This is an optimization exercise on Yosys and OpenROAD, whose aim is small area, a short achievable clock period and few clock cycles, not a production implementation.
In this exercise RTL edits were held to simulation tests only and were not proved equivalent to the original.
Power is estimated from default activity; no workload was simulated.

before:
## processorWrapper
module processorWrapper(
    input wire clk,
    input wire rst,
    output wire [31:0] imem_addr,
    input  wire [31:0] imem_rdata,
    output wire [31:0] dmem_addr,
    output wire        dmem_we,
    output wire [3:0]  dmem_be,
    output wire [31:0] dmem_wdata,
    input  wire [31:0] dmem_rdata,
    output wire        halted
);
    localparam [19:0] IHI = 20'h01000;
    reg [9:0]  fpc;
    reg [9:0]  dpc;
    reg        d_valid;
    reg        btb_v;
    reg  [9:0] btb_pc, btb_tgt;
    reg        d_bhit;
    wire       f_hit = btb_v & (fpc == btb_pc);
    reg        halt_r;
    reg        e_valid;
    reg [31:0] ea, eb, ec;
    reg        e_sub, e_add;
    reg [2:0]  e_f3;
    reg        e_wr;
    reg [4:0]  e_rd;
    reg        e_link, e_jalr, e_br, e_pred, e_ld, e_st, e_sys;
    reg        e_auipc, e_jdone;
    reg [31:0] m_addr, m_wdata;
    reg [3:0]  m_be;
    reg        m_we, m_ld, m_wr;
    reg [2:0]  m_f3;
    reg [4:0]  m_rd;
    reg        w_ld, w_wr;
    reg [1:0]  w_off;
    reg [2:0]  w_f3;
    reg [4:0]  w_rd;
    assign imem_addr  = {IHI, fpc, 2'b00};
    assign dmem_addr  = m_addr;
    assign dmem_we    = m_we;
    assign dmem_be    = m_be;
    assign dmem_wdata = m_wdata;
    assign halted     = halt_r;
    wire [31:0] ins = imem_rdata;
    wire [4:0]  opc = ins[6:2];
    wire [2:0]  f3  = ins[14:12];
    wire [4:0]  rd  = ins[11:7];
    wire [4:0]  rs1 = ins[19:15];
    wire [4:0]  rs2 = ins[24:20];
    wire d_lui   = (opc == 5'b01101);
    wire d_auipc = (opc == 5'b00101);
    wire d_jal   = (opc == 5'b11011);
    wire d_jalr  = (opc == 5'b11001);
  ...
==> flow/config.mk <==
export PLATFORM = sky130hd
export DESIGN_NAME = processorWrapper
export DESIGN_NICKNAME = processorWrapper
export VERILOG_FILES = /design/flow/design.v
export SDC_FILE = /design/flow/constraint.sdc
export NUM_CORES = 4
export LEC_CHECK = 0
export CAP_MARGIN = 20
export CORE_MARGIN = 2
export CORE_UTILIZATION = 40
export PLACE_DENSITY = 0.6
export SETUP_SLACK_MARGIN = 1.0
export SLEW_MARGIN = 20
==> flow/constraint.sdc <==
create_clock -name core_clock -period 14.0 [get_ports {clk}]
set_input_delay 2.8000 -clock core_clock [delete_from_list [all_inputs] [get_ports {clk}]]
set_output_delay 2.8000 -clock core_clock [all_outputs]
set_load 0.01 [all_outputs]
standard.sh (not shown) runs the stock make flow with config.mk's settings and CLKGATE_MAP_FILE= SYNTH_SCRIPT=/design/flow/synth_recipe.tcl, a recipe that flattens the netlist after the stock synthesis.
==> flow/flow/run.sh <==
#!/bin/bash
set -euo pipefail
MARGIN=$(cat flow/margin.txt)
export CTS_ARGS="-sink_clustering_enable -repair_clock_nets -dont_use_dummy_load -buf_list {sky130_fd_sc_hd__clkbuf_8} -sink_clustering_size 16 -sink_clustering_max_diameter 50"
bash standard.sh synth > log_synth.txt 2>&1
bash standard.sh SETUP_SLACK_MARGIN=$MARGIN floorplan > log_floorplan.txt 2>&1
bash standard.sh SETUP_SLACK_MARGIN=$MARGIN place > log_place.txt 2>&1
bash standard.sh SETUP_SLACK_MARGIN=$MARGIN cts > log_cts.txt 2>&1
bash standard.sh SETUP_SLACK_MARGIN=$MARGIN route > log_route.txt 2>&1
bash standard.sh SETUP_SLACK_MARGIN=$MARGIN finish > log_finish.txt 2>&1
test -f out/final.def
==> flow/flow/margin.txt <==
9.0
In summary, before completed successfully, with a layout that passed the timing, DRC and antenna checks.
Testbench counts of before, summed over its fixed seeds: cycles 71,284.
Relative to before, the following input files were edited for after:
-- flow/flow/run.sh --
<<< before, line 3
MARGIN=$(cat flow/margin.txt)
export CTS_ARGS="-sink_clustering_enable -repair_clock_nets -dont_use_dummy_load -buf_list {sky130_fd_sc_hd__clkbuf_8} -sink_clustering_size 16 -sink_clustering_max_diameter 50"
bash standard.sh synth > log_synth.txt 2>&1
>>> after, line 3
MARGIN=$(cat flow/margin.txt)
export CTS_ARGS="-sink_clustering_enable -repair_clock_nets -dont_use_dummy_load -buf_list {sky130_fd_sc_hd__clkbuf_8 sky130_fd_sc_hd__clkbuf_16} -sink_clustering_size 20 -sink_clustering_max_diameter 60"
bash standard.sh synth > log_synth.txt 2>&1
Of after and before, it is after that has the higher maximum ir drop on the vdd rail.
On count of clock-net buffers in the final layout: after sits below before.
Compared with before, in after share of the cycle needed by the critical path after routing fell by 0.41 points; aggregate global-route resource usage about even; die area shows no meaningful change; post-synth design cell area has remained practically unchanged; sum of met3 wire segment lengths after detailed routing shows an increase of 1.7 mm.
Width of the chip: after vs before identical
Relative to before, after degrades cell internal power dissipation.

## port drivers added, routing unchanged
No port has a modelled driver above. Below, the same layouts with a new extraction and two added sets of constraints.
Step 1: set_driving_cell puts a clkbuf_16 on clk and a buf_2 on each other input, an assumption about the parent block.
Step 2 also shifts input and output timing later by t, the mid clock arrival at the registers, as if the neighbouring blocks saw the same clock.
Slacks: no drivers / after step 1 / after step 2; pairs: no drivers / after step 1.
| run | t (ns) | setup slack, ns | worst setup path at the end | slew at the worst register clock pin (ns) |
|---|---|---|---|---|
| before | 0.992 | 8.777 / 8.777 / 7.977 | input to register | 0.11 / 0.11 |
| after | 0.819 | 8.835 / 8.884 / 8.065 | input to register | 0.09 / 0.09 |
After both steps setup and hold are still met in every run listed. For before, which loses most, drivers alone change the setup slack by 0.000 ns; drivers and shift together by -0.800 ns.
